This is an optimization exercise on Yosys and OpenROAD, whose aim is small area, not a production implementation.
The RTL was checked by simulation tests, not by an equivalence proof against the original design.
Power and IR drop assume default switching activity.

== P ==
## top
module top(
clk, rst, Xdata, Ydata, btn1, btn2,
vgaRed, vgaGreen, vgaBlue, Hsync, Vsync
    );
input clk;
input rst;
output [2:0] vgaRed;
output [2:0] vgaGreen;
output [2:1] vgaBlue;
output Hsync;
output Vsync;
input [9:0] Xdata;
input [9:0] Ydata;
input btn1;
input btn2;
wire [8:0] cur;
wire [8:0] gx;
wire [8:0] go;
wire [7:0] p1wins;
wire [7:0] p2wins;
wire [7:0] ties;
wire mode;
cursor_logic cursor_(.clk(clk), .sys_rst(rst), .Xdata(Xdata), .Ydata(Ydata), .cur(cur));
game game_(.clk(clk), .sys_rst(rst), .cur(cur), .set(btn1), .clr(btn2), .gx(gx), .go(go),
	.p1wins(p1wins), .p2wins(p2wins), .ties(ties), .mode(mode));
display display_(.clk(clk), .sys_rst(rst), .cur(cur), .gx(gx), .go(go), .mode(mode),
	.p1wins(p1wins), .p2wins(p2wins), .ties(ties),
	.vgaRed(vgaRed), .vgaGreen(vgaGreen), .vgaBlue(vgaBlue), .Hsync(Hsync), .Vsync(Vsync));
endmodule
Size: roughly 110 flip-flops.
==> flow/config.mk <==
export PLATFORM = sky130hd
export DESIGN_NAME = top
export DESIGN_NICKNAME = top
export VERILOG_FILES = /design/flow/design.v
export SDC_FILE = /design/flow/constraint.sdc
export NUM_CORES = 4
export LEC_CHECK = 0
export CAP_MARGIN = 20
export CORE_MARGIN = 2
export CORE_UTILIZATION = 40
export SLEW_MARGIN = 20
export SYNTH_HIERARCHICAL = 1
export SYNTH_MEMORY_MAX_BITS = 1048576
export SYNTH_MINIMUM_KEEP_SIZE = 0
==> flow/constraint.sdc <==
create_clock -name core_clock -period 10.0 [get_ports {clk}]
set_input_delay 2.0000 -clock core_clock [delete_from_list [all_inputs] [get_ports {clk}]]
set_output_delay 2.0000 -clock core_clock [all_outputs]
set_load 0.01 [all_outputs]
standard.sh (not shown) runs the stock make flow with config.mk's settings and CLKGATE_MAP_FILE= SYNTH_SCRIPT=/design/flow/synth_recipe.tcl, a recipe that flattens the netlist after the stock synthesis.
==> flow/flow/run.sh <==
#!/bin/bash
# Layout flow: the standard flow (standard.sh) with these changes:
#  - synthesis: Yosys's abc pass maps the logic with an area-oriented ABC
#    script (area.abc, beside this file) in place of ORFS's speed script, and
#    adders are left to ABC (ADDER_MAP_FILE empty) instead of being mapped to
#    half/full-adder cells first.  The synthesis steps and register names are
#    standard.sh's (synth_recipe.tcl, sourced unchanged).
#  - clock tree: smaller clock buffers, larger sink clusters, no dummy loads.
# Floorplan, power grid, placement, routing and the final DEF are standard.sh's.
set -euo pipefail
cd "$(dirname "$0")/.."
W=$(pwd)

# The synthesis script: synth_recipe.tcl, with the abc command given area.abc.
{
	cat <<EOT
proc abc {args} {
  set i [lsearch -exact \$args -script]
  if {\$i >= 0} { set args [lreplace \$args [expr {\$i + 1}] [expr {\$i + 1}] {$W/flow/area.abc}] }
  yosys abc {*}\$args
}
EOT
	cat "$W/synth_recipe.tcl"
} > "$W/area_synth.tcl"

CTS="-sink_clustering_enable -repair_clock_nets -dont_use_dummy_load -sink_clustering_size 24 -buf_list {sky130_fd_sc_hd__clkbuf_4 sky130_fd_sc_hd__clkbuf_8}"
sed -e "s#SYNTH_SCRIPT=[^ ']*#SYNTH_SCRIPT=$W/area_synth.tcl#" \
    -e "s#CLKGATE_MAP_FILE= #CLKGATE_MAP_FILE= ADDER_MAP_FILE= 'CTS_ARGS=$CTS' #" \
    "$W/standard.sh" > "$W/area_standard.sh"
grep -q "SYNTH_SCRIPT=$W/area_synth.tcl" "$W/area_standard.sh"
grep -q "ADDER_MAP_FILE= 'CTS_ARGS=" "$W/area_standard.sh"

bash "$W/area_standard.sh" finish > "$W/flow_make.log" 2>&1
test -s "$W/out/final.def"
==> flow/flow/area.abc <==
strash
&get -n
&deepsyn -T 20
&put
dch -f
amap
topo
P went all the way through synthesis, placement and routing and the layout is clean on timing, DRC and antenna.
Setup changes, P to Q
diff --git a/flow/flow/run.sh b/flow/flow/run.sh
--- a/flow/flow/run.sh
+++ b/flow/flow/run.sh
@@ -24,5 +24,5 @@
 } > "$W/area_synth.tcl"
 
-CTS="-sink_clustering_enable -repair_clock_nets -dont_use_dummy_load -sink_clustering_size 24 -buf_list {sky130_fd_sc_hd__clkbuf_4 sky130_fd_sc_hd__clkbuf_8}"
+CTS="-sink_clustering_enable -repair_clock_nets -dont_use_dummy_load -sink_clustering_size 24 -buf_list sky130_fd_sc_hd__clkbuf_4 sky130_fd_sc_hd__clkbuf_8"
 sed -e "s#SYNTH_SCRIPT=[^ ']*#SYNTH_SCRIPT=$W/area_synth.tcl#" \
     -e "s#CLKGATE_MAP_FILE= #CLKGATE_MAP_FILE= ADDER_MAP_FILE= 'CTS_ARGS=$CTS' #" \
When Q is measured against P, its final HPWL from detailed placement turns out 150 µm lower.
Count of flip-flops with a built-in enable after synthesis came out exactly the same in P and Q.
Between P and Q, the difference in synthesized cell count is negligible.
Placer congestion estimate: higher on Q
Run status, Q: aborted in clock tree synthesis (4_1_cts), error STA-0564
Any difference in x dimension of the die between Q and P is small enough to ignore.
Setup changes, Q to R
# Q
export LEC_CHECK = 0
export CAP_MARGIN = 20
export CORE_MARGIN = 2
export CORE_UTILIZATION = 40
export SLEW_MARGIN = 20
export SYNTH_HIERARCHICAL = 1
export SYNTH_MEMORY_MAX_BITS = 1048576
export SYNTH_MINIMUM_KEEP_SIZE = 0
create_clock -name core_clock -period 10.0 [get_ports {clk}]
# R
export LEC_CHECK = 0
export CAP_MARGIN = 20
export CORE_MARGIN = 2
export CORE_UTILIZATION = 30
export SLEW_MARGIN = 20
export SYNTH_MEMORY_MAX_BITS = 1048576
create_clock -name core_clock -period 10.0 [get_ports {clk}]
==> flow/run.sh (new file) <==
#!/bin/bash
# synth_recipe.tcl (not shown) runs the flow's synth.tcl, then flattens the netlist and writes it again
# the make line also repeats each setting of config.mk as NAME=value (left out here)
make -C /OpenROAD-flow-scripts/flow DESIGN_CONFIG=/design/flow/config.mk WORK_HOME=/design/flow/orfs CLKGATE_MAP_FILE= SYNTH_SCRIPT=/design/flow/synth_recipe.tcl finish
removed: flow/flow/run.sh
removed: flow/flow/area.abc
removed: flow/standard.sh
## What came out
What R reported for number of distinct library cells after synthesis has to be multiplied by 0.58 to get the figure for Q.
Comparing Q and R, the lower overall die height was measured on Q.
In summary, R completed successfully, with a layout that passed the timing, DRC and antenna checks.
Share of synthesized area occupied by flip-flops and latches for R: 7.9 points down relative to Q
In R, the site row count came out 14 above the value in Q.
Relative to Q, gate count of the mapped netlist increased by 16% in R.
R vs Q, die extent in x went up by 39 µm.
Summary: with Q as the reference, post-synthesis average cell area in R moved up by more than 10%.
In R the initial core utilization turned out 10 points lower than in Q.
R against Q: number of placed instances, taps included has increased, fraction of the mapped netlist area in simple logic gates shows a reduction of 8.0 points.
> inputs changed (R -> S)
==> flow/flow/run.sh (new file) <==
#!/bin/bash
# Layout flow: the standard flow (standard.sh) with one change in synthesis:
# Yosys's abc pass maps the logic with an area-oriented ABC script (area.abc,
# beside this file) in place of ORFS's speed script.  Everything else --
# the synthesis steps and register names, floorplan, power grid, placement,
# clock tree, routing -- is standard.sh's.
set -euo pipefail
cd "$(dirname "$0")/.."
W=$(pwd)

# The synthesis script: synth_recipe.tcl, with the abc command given area.abc.
{
	cat <<EOT
proc abc {args} {
  set i [lsearch -exact \$args -script]
  if {\$i >= 0} { set args [lreplace \$args [expr {\$i + 1}] [expr {\$i + 1}] {$W/flow/area.abc}] }
  yosys abc {*}\$args
}
EOT
	cat "$W/synth_recipe.tcl"
} > "$W/area_synth.tcl"

sed "s#SYNTH_SCRIPT=[^ ']*#SYNTH_SCRIPT=$W/area_synth.tcl#" "$W/standard.sh" > "$W/area_standard.sh"
grep -q "SYNTH_SCRIPT=$W/area_synth.tcl" "$W/area_standard.sh"

bash "$W/area_standard.sh" finish > "$W/flow_make.log" 2>&1
test -s "$W/out/final.def"
==> flow/flow/area.abc (new file) <==
strash
&get -n
&deepsyn -T 20
&put
dch -f
amap
topo
==> flow/standard.sh (new file) <==
#!/bin/bash
# synth_recipe.tcl (not shown) runs the flow's synth.tcl, then flattens the netlist and writes it again
# the make line also repeats each setting of config.mk as NAME=value (left out here)
make -C /OpenROAD-flow-scripts/flow DESIGN_CONFIG=/design/flow/config.mk WORK_HOME=/design/flow/orfs CLKGATE_MAP_FILE= SYNTH_SCRIPT=/design/flow/synth_recipe.tcl "${@:-finish}"
removed: flow/run.sh
--- outcome ---
- clkdlybuf4s50_1 as the worst-path cell with the longest stage delay was reported by R, and nor3_1 by S.
- Non-clock buffer contribution to total cell area: R and S compared, lower one is R
- Pin count of the biggest net entering global routing in S is about 36% below R.
- Comparing R and S, the higher power in the clock group is on R.

separate check: timing with driven ports:
In the flow no input, the clock included, has a driving cell. The finished layouts below were timed again as built, in two steps. Step 1 (the two cells are an assumption about what drives the block):
set clk [get_ports {clk}]
set_driving_cell -lib_cell sky130_fd_sc_hd__clkbuf_16 $clk
set_driving_cell -lib_cell sky130_fd_sc_hd__buf_2 [delete_from_list [all_inputs] $clk]
Step 2, shift: input delay + t, output delay - t, t = (earliest + latest rising clock arrival at the registers) / 2. This alone moves slack from input paths to output paths. Three values: no drivers, after step 1, after step 2; two values: the first two.
run | t (ns) | setup WS [ns] | worst data-port slew with drivers (ns)
P | 0.405 | 5.201 / 5.201 / 5.201 | 0.04
R | 0.455 | 5.807 / 5.764 / 5.969 | 0.05
S | 0.458 | 5.464 / 5.491 / 5.033 | 0.03
After both steps every run listed still meets setup and hold. For S, which loses most, drivers alone change the setup slack by +0.027 ns; drivers and shift together by -0.431 ns.
